Source: an optimization exercise on an open RTL-to-GDS flow (aim: small area and a short achievable clock period). Production flows keep margins and buffers that such runs may drop. Where RTL was checked, it was by simulation tests only, not by an equivalence proof against the original. Power figures rest on the tool's default switching activity, not on a simulated workload.

==> quartz <==
// mac_16bit
module mac_16bit(out_rounded,md,mr,clk,rst);
output reg [26:0] out_rounded;
input [15:0] md,mr;
input clk,rst;
reg [15:0] MD;
reg [7:0] ONE, TWO, NEG;         
reg [84:0] P;                  
reg [39:0] A;                    
reg [5:0] CB;                 
reg [8:0] k;       
reg clr;           
reg z1;            
reg r1, z2;        
wire zero = !rst | clr;
wire [16:0] mrx = {mr, 1'b0};
wire [7:0] one_n, two_n, neg_n;
genvar g;
generate for (g = 0; g < 8; g = g + 1) begin : enc
  assign one_n[g] = mrx[2*g+1] ^ mrx[2*g];
  assign two_n[g] = (mrx[2*g+2] & ~mrx[2*g+1] & ~mrx[2*g]) | (~mrx[2*g+2] & mrx[2*g+1] & mrx[2*g]);
  assign neg_n[g] = mrx[2*g+2] & ~(mrx[2*g+1] & mrx[2*g]);
end endgenerate
wire [16:0] pp0 = (({17{ONE[0]}} & {MD[15], MD}) | ({17{TWO[0]}} & {MD, 1'b0})) ^ {17{NEG[0]}};
wire ns0 = ~pp0[16];
wire [16:0] pp1 = (({17{ONE[1]}} & {MD[15], MD}) | ({17{TWO[1]}} & {MD, 1'b0})) ^ {17{NEG[1]}};
wire ns1 = ~pp1[16];
wire [16:0] pp2 = (({17{ONE[2]}} & {MD[15], MD}) | ({17{TWO[2]}} & {MD, 1'b0})) ^ {17{NEG[2]}};
wire ns2 = ~pp2[16];
wire [16:0] pp3 = (({17{ONE[3]}} & {MD[15], MD}) | ({17{TWO[3]}} & {MD, 1'b0})) ^ {17{NEG[3]}};
wire ns3 = ~pp3[16];
wire [16:0] pp4 = (({17{ONE[4]}} & {MD[15], MD}) | ({17{TWO[4]}} & {MD, 1'b0})) ^ {17{NEG[4]}};
wire ns4 = ~pp4[16];
wire [16:0] pp5 = (({17{ONE[5]}} & {MD[15], MD}) | ({17{TWO[5]}} & {MD, 1'b0})) ^ {17{NEG[5]}};
wire ns5 = ~pp5[16];
wire [16:0] pp6 = (({17{ONE[6]}} & {MD[15], MD}) | ({17{TWO[6]}} & {MD, 1'b0})) ^ {17{NEG[6]}};
wire ns6 = ~pp6[16];
wire [16:0] pp7 = (({17{ONE[7]}} & {MD[15], MD}) | ({17{TWO[7]}} & {MD, 1'b0})) ^ {17{NEG[7]}};
wire ns7 = ~pp7[16];
wire as1, ac2; assign {ac2, as1} = {1'b0, pp0[10]} + {1'b0, pp1[8]};
wire as3, ac4; assign {ac4, as3} = {1'b0, pp0[11]} + {1'b0, pp1[9]};
wire as5, ac6; assign {ac6, as5} = {1'b0, pp0[12]} + {1'b0, pp1[10]} + {1'b0, pp2[8]};
wire as7, ac8; assign {ac8, as7} = {1'b0, pp3[6]} + {1'b0, pp4[4]};
wire as9, ac10; assign {ac10, as9} = {1'b0, pp0[13]} + {1'b0, pp1[11]} + {1'b0, pp2[9]};
wire as11, ac12; assign {ac12, as11} = {1'b0, pp3[7]} + {1'b0, pp4[5]};
wire as13, ac14; assign {ac14, as13} = {1'b0, pp0[14]} + {1'b0, pp1[12]} + {1'b0, pp2[10]};
wire as15, ac16; assign {ac16, as15} = {1'b0, pp3[8]} + {1'b0, pp4[6]} + {1'b0, pp5[4]};
  ...
export LEC_CHECK = 0
export CAP_MARGIN = 20
export CORE_MARGIN = 2
export CORE_UTILIZATION = 60
export CTS_CLUSTER_DIAMETER = 120
export CTS_CLUSTER_SIZE = 30
export SETUP_SLACK_MARGIN = 4.15
export SLEW_MARGIN = 20
create_clock -name core_clock -period 6.9 [get_ports {clk}]
standard.sh (not shown) runs the stock make flow with config.mk's settings and CLKGATE_MAP_FILE= SYNTH_SCRIPT=/design/flow/synth_recipe.tcl, a recipe that flattens the netlist after the stock synthesis.
==> flow/flow/run.sh <==
#!/bin/bash
# The standard layout (the standard.sh), except that the port buffers are
# sky130_fd_sc_hd__buf_2 cells instead of the default delay buffers.
set -euo pipefail
export BUFFER_PORTS_ARGS="-buffer_cell sky130_fd_sc_hd__buf_2"
bash standard.sh > standard.log 2>&1
==> pepper (differences from quartz) <==
==> flow/run.sh (new file) <==
#!/bin/bash
# synth_recipe.tcl (not shown) runs the flow's synth.tcl, then flattens the netlist and writes it again
# the make line also repeats each setting of config.mk as NAME=value (left out here)
make -C /OpenROAD-flow-scripts/flow DESIGN_CONFIG=/design/flow/config.mk WORK_HOME=/design/flow/orfs CLKGATE_MAP_FILE= SYNTH_SCRIPT=/design/flow/synth_recipe.tcl finish
CTS_CLUSTER_DIAMETER = not set   (was 120)
CTS_CLUSTER_SIZE = not set   (was 30)
SETUP_SLACK_MARGIN = 4.25   (was 4.15)
removed: flow/flow/run.sh
removed: flow/standard.sh
==> cedar (differences from quartz) <==
CTS_CLUSTER_DIAMETER = 100   (was 120)
CTS_CLUSTER_SIZE = 20   (was 30)
SETUP_SLACK_MARGIN = 4.3   (was 4.15)
==> results.sh <==
export IMPL_status="finished clean"
export IMPL_drt_iter0_markers=450
export IMPL_clk_pin_slew_ps=60
export IMPL_skew_ps=20.60
export IMPL_cp_max_fo=3
export IMPL_clk_latency_ps=520
(the above is from pepper)
==> results.sh <==
export IMPL_core_area_um2=20820
export IMPL_cp_max_fo=3
export IMPL_status="finished clean"
export IMPL_drt_iter0_markers=480
export IMPL_cp_start_kind="register"
export IMPL_clk_pin_slew_ps=80
export IMPL_skew_ps=10.46
export IMPL_clk_latency_ps=470
export IMPL_multi_input_area_um2=7870
export IMPL_post_drt_wl_per_cell_um=16.96
(the above is from cedar)
==> results.sh <==
export IMPL_status="finished clean"
export IMPL_seq_area_um2=4282
export IMPL_slew_headroom_pct=46.64
export IMPL_clkPwrFrac_pct=11.6
export IMPL_skew_ps=34.48
export IMPL_synthesis_instances=1210
export IMPL_setup_violations=0
export IMPL_drt_iter0_markers=415
export IMPL_cp_max_fo=17
export IMPL_num_multi_input_gates=803
export IMPL_multi_input_area_share_pct=57.61
(the above is from quartz)

* * *

==> run a <==
Another version of the RTL of mac_16bit (not shown whole).
export LEC_CHECK = 0
export CAP_MARGIN = 20
export CORE_MARGIN = 2
export CORE_UTILIZATION = 60
export CTS_CLUSTER_DIAMETER = 100
export CTS_CLUSTER_SIZE = 20
export SETUP_SLACK_MARGIN = 4.25
export SLEW_MARGIN = 20
create_clock -name core_clock -period 6.9 [get_ports {clk}]
==> flow/flow/run.sh <==
#!/bin/bash
# The standard layout (the standard.sh), except that the port buffers are
# sky130_fd_sc_hd__buf_2 cells instead of the default delay buffers.
set -euo pipefail
export BUFFER_PORTS_ARGS="-buffer_cell sky130_fd_sc_hd__buf_2"
bash standard.sh > standard.log 2>&1
==> run b (differences from run a) <==
- SETUP_SLACK_MARGIN: 4.25 -> 4.15
==> notes <==
Register-to-register slack: run b is better than run a (0.04 ns). In run b the design area is lower than in run a, by about 1.9%. Of run a and run b, run a has the higher utilization (gap 1.3 points). Critical path depth is the same in run b and run a.
==> figures <==
Status: run a finished clean; run b finished clean
Final area over synthesized area: run a 1.1183x; run b 1.0972x
Arrival time at the worst endpoint: run a 3.19 ns; run b 3.14 ns
GR met3 Demand/Resource: run a 3.457%; run b 2.932%
Multi-input gate share of the layout cell area: run a 55.99%; run b 56.19%
Post-DP HPWL: run a 17.78 mm; run b 17.52 mm
Number of setup buffers added after CTS: run a 27; run b 19
Int Pwr: run a 3.838 mW; run b 3.657 mW
Remaining max-slew budget at the tightest pin: run a 42.15%; run b 45.60%
Last weighted congestion value of the routability-driven placer: run a 0.8384; run b 0.8264
No run of this note included a check of the RTL's function; only the layout flow was run.

* * *

==> inputs of build 21 <==
Another version of the RTL of mac_16bit (not shown whole).
==> flow/config.mk <==
export PLATFORM = sky130hd
export DESIGN_NAME = mac_16bit
export DESIGN_NICKNAME = mac_16bit
export VERILOG_FILES = /design/flow/design.v
export SDC_FILE = /design/flow/constraint.sdc
export NUM_CORES = 4
export LEC_CHECK = 0
export CAP_MARGIN = 20
export CORE_MARGIN = 2
export CORE_UTILIZATION = 40
export SETUP_SLACK_MARGIN = 4.15
export SLEW_MARGIN = 20
==> flow/constraint.sdc <==
create_clock -name core_clock -period 6.9 [get_ports {clk}]
set_input_delay 1.3800 -clock core_clock [delete_from_list [all_inputs] [get_ports {clk}]]
set_output_delay 1.3800 -clock core_clock [all_outputs]
set_load 0.01 [all_outputs]
run.sh (not shown) runs the stock make flow with config.mk's settings and CLKGATE_MAP_FILE= SYNTH_SCRIPT=/design/flow/synth_recipe.tcl, a recipe that flattens the netlist after the stock synthesis.
Stock flow here: none of the scripts above is used.
==> trial 96 (differences from build 21) <==
--- a/flow/config.mk
+++ b/flow/config.mk
@@ -9,4 +9,4 @@
 export CORE_MARGIN = 2
 export CORE_UTILIZATION = 40
-export SETUP_SLACK_MARGIN = 4.15
+export SETUP_SLACK_MARGIN = 4.3
 export SLEW_MARGIN = 20
==> comparison <==
Synthesized cell count is the same in trial 96 and build 21. Synthesized area is the same in trial 96 and build 21. In build 21 the utilization is lower than in trial 96, by 0.94 points. In trial 96 the design area is larger than in build 21, by 2.0%. Against trial 96, the non-clock buffer count of build 21 is lower by 21. Against build 21, the setup slack of trial 96 is higher by 0.011 ns. Between trial 96 and build 21, the lower clock power is in trial 96 (gap about 3%, measured against build 21). In trial 96 the via count is larger than in build 21, by 1.2%. Between build 21 and trial 96, the lower count of clock-buffer cells in the layout is in trial 96 (gap 4). Build 21 completed with no timing, DRC or antenna violations. Trial 96 produced a clean layout. In critical path depth, build 21 and trial 96 do not differ.
Function was not checked in any run of this note: the RTL went through the layout flow alone.

* * *

==> raven <==
mac_16bit, a different RTL version from the one above (not shown whole).
Settings: LEC_CHECK=0, CAP_MARGIN=20, CORE_MARGIN=2, CORE_UTILIZATION=40, SETUP_SLACK_MARGIN=3.6, SLEW_MARGIN=20; clock period 6.9 ns.
==> inputs of lagoon, as changes to raven <==
SETUP_SLACK_MARGIN = 4.2   (was 3.6)
==> notes <==
Between raven and lagoon, the lower clock-buffer cell count is in raven (gap 3). Sequential power is about the same in lagoon and raven. Setup slack: raven is worse than lagoon (43 ps). In area after synthesis, lagoon and raven do not differ. Of raven and lagoon, lagoon has the higher wire length (gap about 0.27%, measured against lagoon). Die area is the same in lagoon and raven. In flip-flop and latch count, lagoon and raven do not differ. First-iteration DRC count: lagoon is lower than raven (about 25%). In raven the design area is lower than in lagoon, by 0.38%.
No functional check of the RTL was part of any run of this note.

* * *

==> onyx: inputs <==
Another version of the RTL of mac_16bit (not shown whole).
make LEC_CHECK=0 CAP_MARGIN=20 CORE_MARGIN=2 CORE_UTILIZATION=40 SETUP_SLACK_MARGIN=4.0 SLEW_MARGIN=20 finish   # period 6.9 ns
==> yarrow (differences from onyx) <==
==> flow/flow/run.sh (new file) <==
#!/bin/bash
# The standard layout (the standard.sh), except that the port buffers are
# sky130_fd_sc_hd__buf_2 cells instead of the default delay buffers.
set -euo pipefail
export BUFFER_PORTS_ARGS="-buffer_cell sky130_fd_sc_hd__buf_2"
bash standard.sh > standard.log 2>&1
==> flow/standard.sh (new file) <==
#!/bin/bash
# synth_recipe.tcl (not shown) runs the flow's synth.tcl, then flattens the netlist and writes it again
# the make line also repeats each setting of config.mk as NAME=value (left out here)
make -C /OpenROAD-flow-scripts/flow DESIGN_CONFIG=/design/flow/config.mk WORK_HOME=/design/flow/orfs CLKGATE_MAP_FILE= SYNTH_SCRIPT=/design/flow/synth_recipe.tcl "${@:-finish}"
--- a/flow/config.mk
+++ b/flow/config.mk
@@ -8,5 +8,7 @@
 export CAP_MARGIN = 20
 export CORE_MARGIN = 2
-export CORE_UTILIZATION = 40
-export SETUP_SLACK_MARGIN = 4.0
+export CORE_UTILIZATION = 60
+export CTS_CLUSTER_DIAMETER = 100
+export CTS_CLUSTER_SIZE = 20
+export SETUP_SLACK_MARGIN = 3.9
 export SLEW_MARGIN = 20
removed: flow/run.sh
==> sierra (differences from onyx) <==
--- a/flow/config.mk
+++ b/flow/config.mk
@@ -9,4 +9,4 @@
 export CORE_MARGIN = 2
 export CORE_UTILIZATION = 40
-export SETUP_SLACK_MARGIN = 4.0
+export SETUP_SLACK_MARGIN = 3.8
 export SLEW_MARGIN = 20
==> comparison <==
- yarrow completed with no timing, DRC or antenna violations. onyx finished with timing, DRC and antenna clean. sierra finished clean.
- Global-route usage, lowest first: sierra, onyx, yarrow.
- In die area, onyx and sierra do not differ.
- In sequential cell count, yarrow and sierra do not differ.
- Final cell count, lowest first: yarrow, sierra, onyx.
- The lowest design area belongs to yarrow, the highest to onyx.
- Register-to-register slack: sierra is lower than onyx (0.08 ns).
- In onyx the utilization is lower than in yarrow, by 20 points.
- Of yarrow and sierra, yarrow has the higher setup slack (gap 0.038 ns).
==> figures <==
	sierra	yarrow	onyx
Run status	complete, no violations	complete, no violations	complete, no violations
Worst-case setup margin in the final layout	3.89 ns	3.92 ns	3.96 ns
Full die area	31,100 um^2	21,000 um^2	31,100 um^2
DRT iter0 DRCs	514	727	706
Count of cell instances traversed by the critical path	5	6	6
Total sequential power	1.65 mW	1.64 mW	1.63 mW
Post-DR vias/cell	5.13	5.58	5.13
Routability-driven placement congestion ratio	0.868	0.900	0.890
Tap cell instance count	390	265	390
Area of placed instances	12,700 um^2	12,200 um^2	12,800 um^2
Non-filler instance count after layout	1,558	1,480	1,646
Slew at the pin closest to its max-slew limit	0.858 ns	0.632 ns	0.567 ns
Switching share of power	39.4%	39.8%	40.4%
Cell Int Power	3.29 mW	3.32 mW	3.35 mW
Crit path DAT	3.33 ns	3.28 ns	3.25 ns
Routed metal-1 wire length	12,300 um	12,400 um	12,900 um
Non-clock buffer count	63	108	148

* * *

==> v15 <==
mac_16bit with an RTL version that a note above also has.
// mac_16bit
module mac_16bit(out_rounded,md,mr,clk,rst);
output reg [26:0] out_rounded;
input [15:0] md,mr;
input clk,rst;
reg [15:0] MD;
reg [7:0] ONE, TWO, NEG;         
reg [84:0] P;                  
reg [39:0] A;                    
reg [5:0] CB;                 
reg [8:0] k;       
reg clr;           
reg z1;            
reg r1, z2;        
wire zero = !rst | clr;
wire [16:0] mrx = {mr, 1'b0};
wire [7:0] one_n, two_n, neg_n;
genvar g;
generate for (g = 0; g < 8; g = g + 1) begin : enc
  assign one_n[g] = mrx[2*g+1] ^ mrx[2*g];
  assign two_n[g] = (mrx[2*g+2] & ~mrx[2*g+1] & ~mrx[2*g]) | (~mrx[2*g+2] & mrx[2*g+1] & mrx[2*g]);
  assign neg_n[g] = mrx[2*g+2] & ~(mrx[2*g+1] & mrx[2*g]);
end endgenerate
wire [16:0] pp0 = (({17{ONE[0]}} & {MD[15], MD}) | ({17{TWO[0]}} & {MD, 1'b0})) ^ {17{NEG[0]}};
wire ns0 = ~pp0[16];
wire [16:0] pp1 = (({17{ONE[1]}} & {MD[15], MD}) | ({17{TWO[1]}} & {MD, 1'b0})) ^ {17{NEG[1]}};
wire ns1 = ~pp1[16];
wire [16:0] pp2 = (({17{ONE[2]}} & {MD[15], MD}) | ({17{TWO[2]}} & {MD, 1'b0})) ^ {17{NEG[2]}};
wire ns2 = ~pp2[16];
wire [16:0] pp3 = (({17{ONE[3]}} & {MD[15], MD}) | ({17{TWO[3]}} & {MD, 1'b0})) ^ {17{NEG[3]}};
wire ns3 = ~pp3[16];
wire [16:0] pp4 = (({17{ONE[4]}} & {MD[15], MD}) | ({17{TWO[4]}} & {MD, 1'b0})) ^ {17{NEG[4]}};
wire ns4 = ~pp4[16];
wire [16:0] pp5 = (({17{ONE[5]}} & {MD[15], MD}) | ({17{TWO[5]}} & {MD, 1'b0})) ^ {17{NEG[5]}};
wire ns5 = ~pp5[16];
wire [16:0] pp6 = (({17{ONE[6]}} & {MD[15], MD}) | ({17{TWO[6]}} & {MD, 1'b0})) ^ {17{NEG[6]}};
wire ns6 = ~pp6[16];
wire [16:0] pp7 = (({17{ONE[7]}} & {MD[15], MD}) | ({17{TWO[7]}} & {MD, 1'b0})) ^ {17{NEG[7]}};
wire ns7 = ~pp7[16];
wire as1, ac2; assign {ac2, as1} = {1'b0, pp0[10]} + {1'b0, pp1[8]};
wire as3, ac4; assign {ac4, as3} = {1'b0, pp0[11]} + {1'b0, pp1[9]};
  ...
Settings: LEC_CHECK=0, CAP_MARGIN=20, CORE_MARGIN=2, CORE_UTILIZATION=60, CTS_CLUSTER_DIAMETER=100, CTS_CLUSTER_SIZE=20, GPL_ROUTABILITY_DRIVEN=0, SETUP_SLACK_MARGIN=4.15, SLEW_MARGIN=20; clock period 6.9 ns.
standard.sh (not shown) runs the stock make flow with config.mk's settings and CLKGATE_MAP_FILE= SYNTH_SCRIPT=/design/flow/synth_recipe.tcl, a recipe that flattens the netlist after the stock synthesis.
==> flow/flow/run.sh <==
#!/bin/bash
# The standard layout (the standard.sh), except that the port buffers are
# sky130_fd_sc_hd__buf_2 cells instead of the default delay buffers.
set -euo pipefail
export BUFFER_PORTS_ARGS="-buffer_cell sky130_fd_sc_hd__buf_2"
bash standard.sh > standard.log 2>&1
==> v35: changes against v15 <==
==> flow/run.sh (new file) <==
#!/bin/bash
# synth_recipe.tcl (not shown) runs the flow's synth.tcl, then flattens the netlist and writes it again
# the make line also repeats each setting of config.mk as NAME=value (left out here)
make -C /OpenROAD-flow-scripts/flow DESIGN_CONFIG=/design/flow/config.mk WORK_HOME=/design/flow/orfs CLKGATE_MAP_FILE= SYNTH_SCRIPT=/design/flow/synth_recipe.tcl finish
- CORE_UTILIZATION: 60 -> 40
- CTS_CLUSTER_DIAMETER: 100 -> default
- CTS_CLUSTER_SIZE: 20 -> default
- GPL_ROUTABILITY_DRIVEN: 0 -> default
- SETUP_SLACK_MARGIN: 4.15 -> 4.4
removed: flow/flow/run.sh
removed: flow/standard.sh
==> v31: changes against v15 <==
- CORE_UTILIZATION: 60 -> 40
- CTS_CLUSTER_DIAMETER: 100 -> default
- CTS_CLUSTER_SIZE: 20 -> default
- GPL_ROUTABILITY_DRIVEN: 0 -> default
==> impl_metrics.py <==
metrics = {
    "setup_path": {
        "critPathBufInv": 0,
        "crit_required_ps": 7250,
        "worstPathCellList": "a22oi_1, xnor2_1, fa_1, fa_1, fa_1",
    },
    "cells_and_area": {
        "nets": 1446,
    },
    "place": {
        "dp_hpwl_um": 18270,
    },
    "routing": {
        "wire_per_inst_um": 16.81,
    },
    "grt": {
        "grt_use_met2_pct": 34.59,
    },
    "power": {
        "clockPowerShare_pct": 13.0,
        "power_switching_mw": 2.432,
    },
    "outcome": {
        "outcome": "complete, no violations",
    },
    "floorplan": {
        "num_rows": 53,
    },
}
That was v15.
==> impl_metrics.py <==
metrics = {
    "outcome": {
        "outcome": "complete, no violations",
    },
    "power": {
        "power_switching_mw": 2.756,
        "clockPowerShare_pct": 19.9,
        "p_comb_share_pct": 55.3,
    },
    "place": {
        "dp_hpwl_um": 18970,
        "placed_cells": 1595,
    },
    "timing": {
        "rsz0062_at_grt": "yes",
    },
    "routing": {
        "met1Wirelength_um": 13190,
        "wire_per_inst_um": 16.04,
        "ant_nets": 0,
    },
    "cells_and_area": {
        "nets": 1536,
        "drive_above_1_share_pct": 21.47,
    },
    "setup_path": {
        "worstPathCellList": "fa_1, fa_1, ha_1, a21o_1, a21o_1, a21oi_2, o21ai_2, xnor2_1, nor2_1",
        "critPathBufInv": 0,
    },
    "floorplan": {
        "num_rows": 65,
        "core_area_um2": 31310,
    },
    "grt": {
        "grt_use_met2_pct": 26.02,
    },
    "clock_tree": {
        "cts-root-buf": "clkbuf_16",
    },
}
That was v35.
==> impl_metrics.py <==
metrics = {
    "outcome": {
        "outcome": "complete, no violations",
    },
    "synthesis": {
        "synth.cell_area_um2": 12640,
    },
    "setup_path": {
        "critPathBufInv": 1,
        "crit_required_ps": 7290,
        "worstPathCellList": "a22oi_1, xor2_1, fa_1, inv_1, fa_1, fa_1",
        "crit_fanout": 16,
    },
    "routing": {
        "wire_per_inst_um": 16.06,
        "met2WireLength_um": 11220,
    },
    "cells_and_area": {
        "synthToLayoutAreaGrowth_pct": 13.06,
    },
    "grt": {
        "grt_use_met2_pct": 24.84,
    },
    "floorplan": {
        "num_rows": 65,
    },
    "place": {
        "dp_hpwl_um": 18900,
    },
}
That was v31.

-- static timing again, ports no longer ideal --
In the flow no input, the clock included, has a driving cell. The finished layouts below were timed again as built, in two steps. Step 1 assumes that a clkbuf_16 drives the clock port and a buf_2 every other input. Step 2 also shifts input and output timing later by t, the mid clock arrival at the registers, as if the neighbouring blocks saw the same clock. a / b / c = ideal / step 1 / step 2; a / b = the first two.
| run | t, ns | setup WS [ns] | worst setup path after step 2 | clock arrival spread, ns | pins driven straight from the clock port |
|---|---|---|---|---|---|
| quartz | 0.499 | 4.242 / 4.242 / 3.868 | input to register | 0.036 / 0.036 | 1 |
| pepper | 0.553 | 4.275 / 4.275 / 3.799 | input to register | 0.024 / 0.024 | 1 |
| cedar | 0.514 | 4.281 / 4.281 / 3.931 | input to register | 0.012 / 0.013 | 1 |
| run a | 0.524 | 4.082 / 4.082 / 3.853 | input to register | 0.021 / 0.022 | 1 |
| run b | 0.520 | 4.121 / 4.121 / 3.838 | input to register | 0.022 / 0.022 | 1 |
| build 21 | 0.566 | 4.065 / 4.065 / 3.840 | input to register | 0.011 / 0.011 | 1 |
| trial 96 | 0.559 | 4.077 / 4.077 / 3.917 | input to register | 0.021 / 0.021 | 1 |
| raven | 0.565 | 3.745 / 3.745 / 3.370 | input to register | 0.020 / 0.021 | 1 |
| lagoon | 0.558 | 3.788 / 3.788 / 3.770 | input to register | 0.032 / 0.031 | 1 |
| onyx | 0.482 | 3.962 / 3.962 / 3.702 | input to register | 0.016 / 0.017 | 1 |
| yarrow | 0.476 | 3.924 / 3.924 / 3.924 | register to register | 0.014 / 0.014 | 1 |
| sierra | 0.482 | 3.886 / 3.886 / 3.641 | input to register | 0.013 / 0.013 | 1 |
| v15 | 0.514 | 4.237 / 4.237 / 3.843 | input to register | 0.014 / 0.015 | 1 |
| v35 | 0.560 | 4.286 / 4.286 / 4.192 | input to register | 0.025 / 0.025 | 1 |
| v31 | 0.562 | 4.156 / 4.156 / 3.791 | input to register | 0.023 / 0.024 | 1 |
After both steps every run listed still meets setup and hold. The setup slack of pepper, which loses most, moves by 0.000 ns with the drivers and by -0.476 ns with both steps.
